What follows belongs to an exercise in optimizing a design on an open flow for small area; a production flow would make more cautious choices.

== run a ==
Design AudioEffects, start of the top module:
module AudioEffects(
input AUD_BCLK,
input rst,
input sw1,
input sw2,
input sw3,
input sw4,
input sw5,
input AUD_ADCDAT,
input AUD_ADCLRCK,
input AUD_DACLRCK,
output AUD_DACDAT
);
wire [15:0] adcL, adcR;
wire dacLoad;
wire phase;         
wire dacBit;
AudioADC myADC(
.AUD_BCLK(AUD_BCLK),
.rst(rst),
.AUD_ADCLRCK(AUD_ADCLRCK),
.AUD_ADCDAT(AUD_ADCDAT),
.dataL(adcL),
.dataR(adcR)
);
reg [143:0] lineL;
reg [143:0] lineR;
reg shiftR;
always @(posedge AUD_BCLK)
begin
	shiftR <= AUD_DACLRCK;
	if (AUD_DACLRCK == 1)
		lineL <= {lineL[127:0], adcL};
	if (shiftR == 1)
		lineR <= {lineR[127:0], adcR};
end
reg [3:0] selD;
always @(posedge AUD_BCLK)
	selD <= {sw5, sw4, sw3, sw2};
wire [3:0] sel = phase ? selD : {sw5, sw4, sw3, sw2};
wire [143:0] x = phase ? lineR : lineL;
wire [15:0] dflt = phase ? adcR : adcL;
wire isFx = (sel == 4'b1000) | (sel == 4'b0100) | (sel == 4'b0010) | (sel == 4'b0001);
wire [15:0] fx;
FxCore core(.x(x), .lpf(sel[3]), .hpf(sel[2]), .comb(sel[1]), .mavg(sel[0]), .y(fx));
wire [15:0] half = isFx ? fx : dflt;
AudioDAC myDAC(
.AUD_BCLK(AUD_BCLK),
.rst(rst),
.AUD_DACLRCK(AUD_DACLRCK),
.half(half),
.load(dacLoad),
.loadLo(phase),
.AUD_DACDAT(dacBit)
);
assign AUD_DACDAT = sw1 & dacBit;
endmodule
Size: roughly 1300 cells after synthesis, roughly 11 I/O pins, about 19000 um2 of cells after synthesis.
==> flow/config.mk <==
export PLATFORM = sky130hd
export DESIGN_NAME = AudioEffects
export DESIGN_NICKNAME = AudioEffects
export VERILOG_FILES = /design/flow/design.v
export SDC_FILE = /design/flow/constraint.sdc
export NUM_CORES = 4
export LEC_CHECK = 0
export CAP_MARGIN = 20
export CORE_MARGIN = 2
export CORE_UTILIZATION = 40
export CTS_BUF_LIST = sky130_fd_sc_hd__clkbuf_16
export CTS_CLUSTER_DIAMETER = 100
export CTS_CLUSTER_SIZE = 24
export SLEW_MARGIN = 20
==> flow/constraint.sdc <==
create_clock -name core_clock -period 10.0 [get_ports {AUD_BCLK}]
set_input_delay 2.0000 -clock core_clock [delete_from_list [all_inputs] [get_ports {AUD_BCLK}]]
set_output_delay 2.0000 -clock core_clock [all_outputs]
set_load 0.01 [all_outputs]
run.sh (not shown) runs the stock make flow with config.mk's settings and CLKGATE_MAP_FILE= SYNTH_SCRIPT=/design/flow/synth_recipe.tcl, a recipe that flattens the netlist after the stock synthesis.
Run a ran to completion and came out clean on the timing, DRC and antenna checks.
--- input diff run a..run b ---
--- a/flow/design.v
+++ b/flow/design.v
@@ -84,18 +84,19 @@
 	else if (loadLo)
 		sr <= {sr[30:16], half, sr[31]};
 	else
 		sr <= {sr[30:0], sr[31]};
 end
 assign AUD_DACDAT = (s == BITS) ? sr[31] : msb;
 endmodule
 module FxCore(
 input [143:0] x,
+input [15:0] dflt,
 input lpf,
 input hpf,
 input comb,
 input mavg,
 output [15:0] y
 );
 wire [15:0] u0 = {~x[15], x[14:0]};
 wire [15:0] u1 = {~x[31], x[30:16]};
 wire [15:0] u2 = {~x[47], x[46:32]};
@@ -378,19 +379,19 @@
 wire fc266;
 wire fs267;
 wire fc268;
 wire fs269;
 wire fc270;
 wire fs271;
 wire fc272;
 wire [19:0] sa;
 wire [19:0] sb;
-wire [15:0] p = comb ? u0 : u4;
+wire [15:0] p = comb ? u0 : (lpf | hpf | mavg) ? u4 : {~dflt[15], dflt[14:0]};
 wire [17:0] qa = {18{lpf | mavg}} & oa;
 wire [17:0] qb = {18{lpf | mavg}} & ob;
 wire [17:0] ra = {{2{mavg}} & ea[17:16], ({16{mavg}} & ea[15:0]) | ({16{hpf}} & ~ea[15:0]) | ({16{comb}} & ~u8)};
 wire [17:0] rb = {{2{mavg}} & eb[17:16], ({16{mavg}} & eb[15:0]) | ({16{hpf}} & ~eb[15:0])};
 assign hs1 = u1[0] ^ u3[0];
 assign hc2 = u1[0] & u3[0];
 assign fs3 = u1[1] ^ u3[1] ^ u5[1];
 assign fc4 = (u1[1] & u3[1]) | (u5[1] & (u1[1] ^ u3[1]));
 assign fs5 = u1[2] ^ u3[2] ^ u5[2];
@@ -661,45 +662,39 @@
 assign fc266 = (fs229 & hc186) | (fc228 & (fs229 ^ hc186));
 assign fs267 = fs231 ^ fc190 ^ fc230;
 assign fc268 = (fs231 & fc190) | (fc230 & (fs231 ^ fc190));
 assign fs269 = fs233 ^ hc194 ^ fc232;
 assign fc270 = (fs233 & hc194) | (fc232 & (fs233 ^ hc194));
 assign fs271 = fc196 ^ hc198 ^ fc234;
 assign fc272 = (fc196 & hc198) | (fc234 & (fc196 ^ hc198));
 assign sa = {1'b1, fs271, fs269, fs267, fs265, fs263, fs261, fs259, fs257, fs255, fs253, fs251, fs249, fs247, fs245, fs243, fs241, fs239, fs237, hs235};
 assign sb = {fc272, fc270, fc268, fc266, fc264, fc262, fc260, fc258, fc256, fc254, fc252, fc250, fc248, fc246, fc244, fc242, fc240, fc238, hc236, comb};
-wire [20:0] cc;    
-wire [19:0] s0;    
+wire [20:0] cc;
+wire [19:0] s0;
 wire [19:0] s;
+wire [20:13] ones;    
 assign cc[0] = 1'b0;
-assign cc[7] = 1'b0;
 assign cc[13] = 1'b0;
 genvar gi;
 generate for (gi = 0; gi < 20; gi = gi + 1) begin : rca
 	assign s0[gi] = sa[gi] ^ sb[gi] ^ cc[gi];
-	if (gi != 6 && gi != 12)
+	if (gi != 13 - 1)
 		assign cc[gi+1] = (sa[gi] & sb[gi]) | (cc[gi] & (sa[gi] ^ sb[gi]));
 end endgenerate
-assign s[6:0] = s0[6:0];
-wire cin7 = (sa[6] & sb[6]) | (cc[6] & (sa[6] ^ sb[6]));
-wire [13:7] ones7;   
-assign ones7[7] = 1'b1;
-generate for (gi = 7; gi < 13; gi = gi + 1) begin : inc7
-	assign ones7[gi+1] = ones7[gi] & s0[gi];
-	assign s[gi] = s0[gi] ^ (cin7 & ones7[gi]);
-end endgenerate
-wire cout13 = (sa[12] & sb[12]) | (cc[12] & (sa[12] ^ sb[12]));
-wire cin13 = cout13 | (cin7 & ones7[13]);
-wire [20:13] ones13;   
-assign ones13[13] = 1'b1;
-generate for (gi = 13; gi < 20; gi = gi + 1) begin : inc13
-	assign ones13[gi+1] = ones13[gi] & s0[gi];
-	assign s[gi] = s0[gi] ^ (cin13 & ones13[gi]);
+wire clo = (sa[13-1] & sb[13-1]) | (cc[13-1] & (sa[13-1] ^ sb[13-1]));
+assign ones[13] = 1'b1;
+generate for (gi = 0; gi < 20; gi = gi + 1) begin : inc
+	if (gi < 13)
+		assign s[gi] = s0[gi];
+	else begin
+		assign ones[gi+1] = ones[gi] & s0[gi];
+		assign s[gi] = s0[gi] ^ (clo & ones[gi]);
+	end
 end endgenerate
 wire negfrac = s[19] & (s[2:0] != 3'd0);
 wire [16:0] aones;   
 wire [15:0] avg;
 assign aones[0] = 1'b1;
 genvar ai;
 generate for (ai = 0; ai < 16; ai = ai + 1) begin : div
 	assign aones[ai+1] = aones[ai] & s[ai+3];
 	assign avg[ai] = s[ai+3] ^ (negfrac & aones[ai]);
@@ -742,22 +737,22 @@
 	if (shiftR == 1)
 		lineR <= {lineR[127:0], adcR};
 end
 reg [3:0] selD;
 always @(posedge AUD_BCLK)
 	selD <= {sw5, sw4, sw3, sw2};
 wire [3:0] sel = phase ? selD : {sw5, sw4, sw3, sw2};
 wire [143:0] x = phase ? lineR : lineL;
 wire [15:0] dflt = phase ? adcR : adcL;
-wire isFx = (sel == 4'b1000) | (sel == 4'b0100) | (sel == 4'b0010) | (sel == 4'b0001);
-wire [15:0] fx;
-FxCore core(.x(x), .lpf(sel[3]), .hpf(sel[2]), .comb(sel[1]), .mavg(sel[0]), .y(fx));
-wire [15:0] half = isFx ? fx : dflt;
+wire [15:0] half;
+FxCore core(.x(x), .dflt(dflt),
+	.lpf(sel == 4'b1000), .hpf(sel == 4'b0100), .comb(sel == 4'b0010), .mavg(sel == 4'b0001),
+	.y(half));
 AudioDAC myDAC(
 .AUD_BCLK(AUD_BCLK),
 .rst(rst),
 .AUD_DACLRCK(AUD_DACLRCK),
 .half(half),
 .load(dacLoad),
 .loadLo(phase),
 .AUD_DACDAT(dacBit)
 );
[summary]
- Taking run a as the reference point, the post-layout net count of run b falls by about 4.5%.
- For run a, the busiest metal layer after global routing was met1, unlike run b, where it was met2.
- [compare] base=run a new=run b: total placed instance area down 0.37%, weighted congestion reported at the end of routability-driven placement down 3.7%, wire length of the first global-routing pass down 1.6 mm, y dimension of the die down about 0.6%.
- Area after synthesis: run b better than run a
- The multi-input combinational area share of run b falls short of that of run a by 0.73 points.
- Maximum single-stage delay on the critical path across run b and run a: no real change.
- Via count delta for run b relative to run a: 5.8% lower
Function was not checked in any run of this note: the RTL went through the layout flow alone.

==> separate check: timing with driven ports <==
The flow's constraints put no driver on any port. The routed layouts listed below were extracted and timed again, unchanged, in two steps.
Step 1 sets driving cells, clkbuf_16 on the clock port and buf_2 on the other inputs (assumed; they add their load-dependent delay and slew).
Step 2 adds t to the input delays and takes it off the output delays; t is the mean of the earliest and latest rising clock arrival at the registers after step 1. Input paths then give back, and output paths get back, about the clock's delay inside the block.
a / b / c = ideal / step 1 / step 2; a / b = the first two.
run	t (ns)	setup WS [ns]	worst data-port slew with drivers (ns)
run a	0.597	0.840 / 0.874 / 0.277	0.04
run b	0.587	0.277 / 0.312 / -0.275	0.05
With both steps, setup timing fails in run b, where it was met with ideal ports. For run a, which loses most, drivers alone change the setup slack by +0.034 ns; drivers and shift together by -0.563 ns.
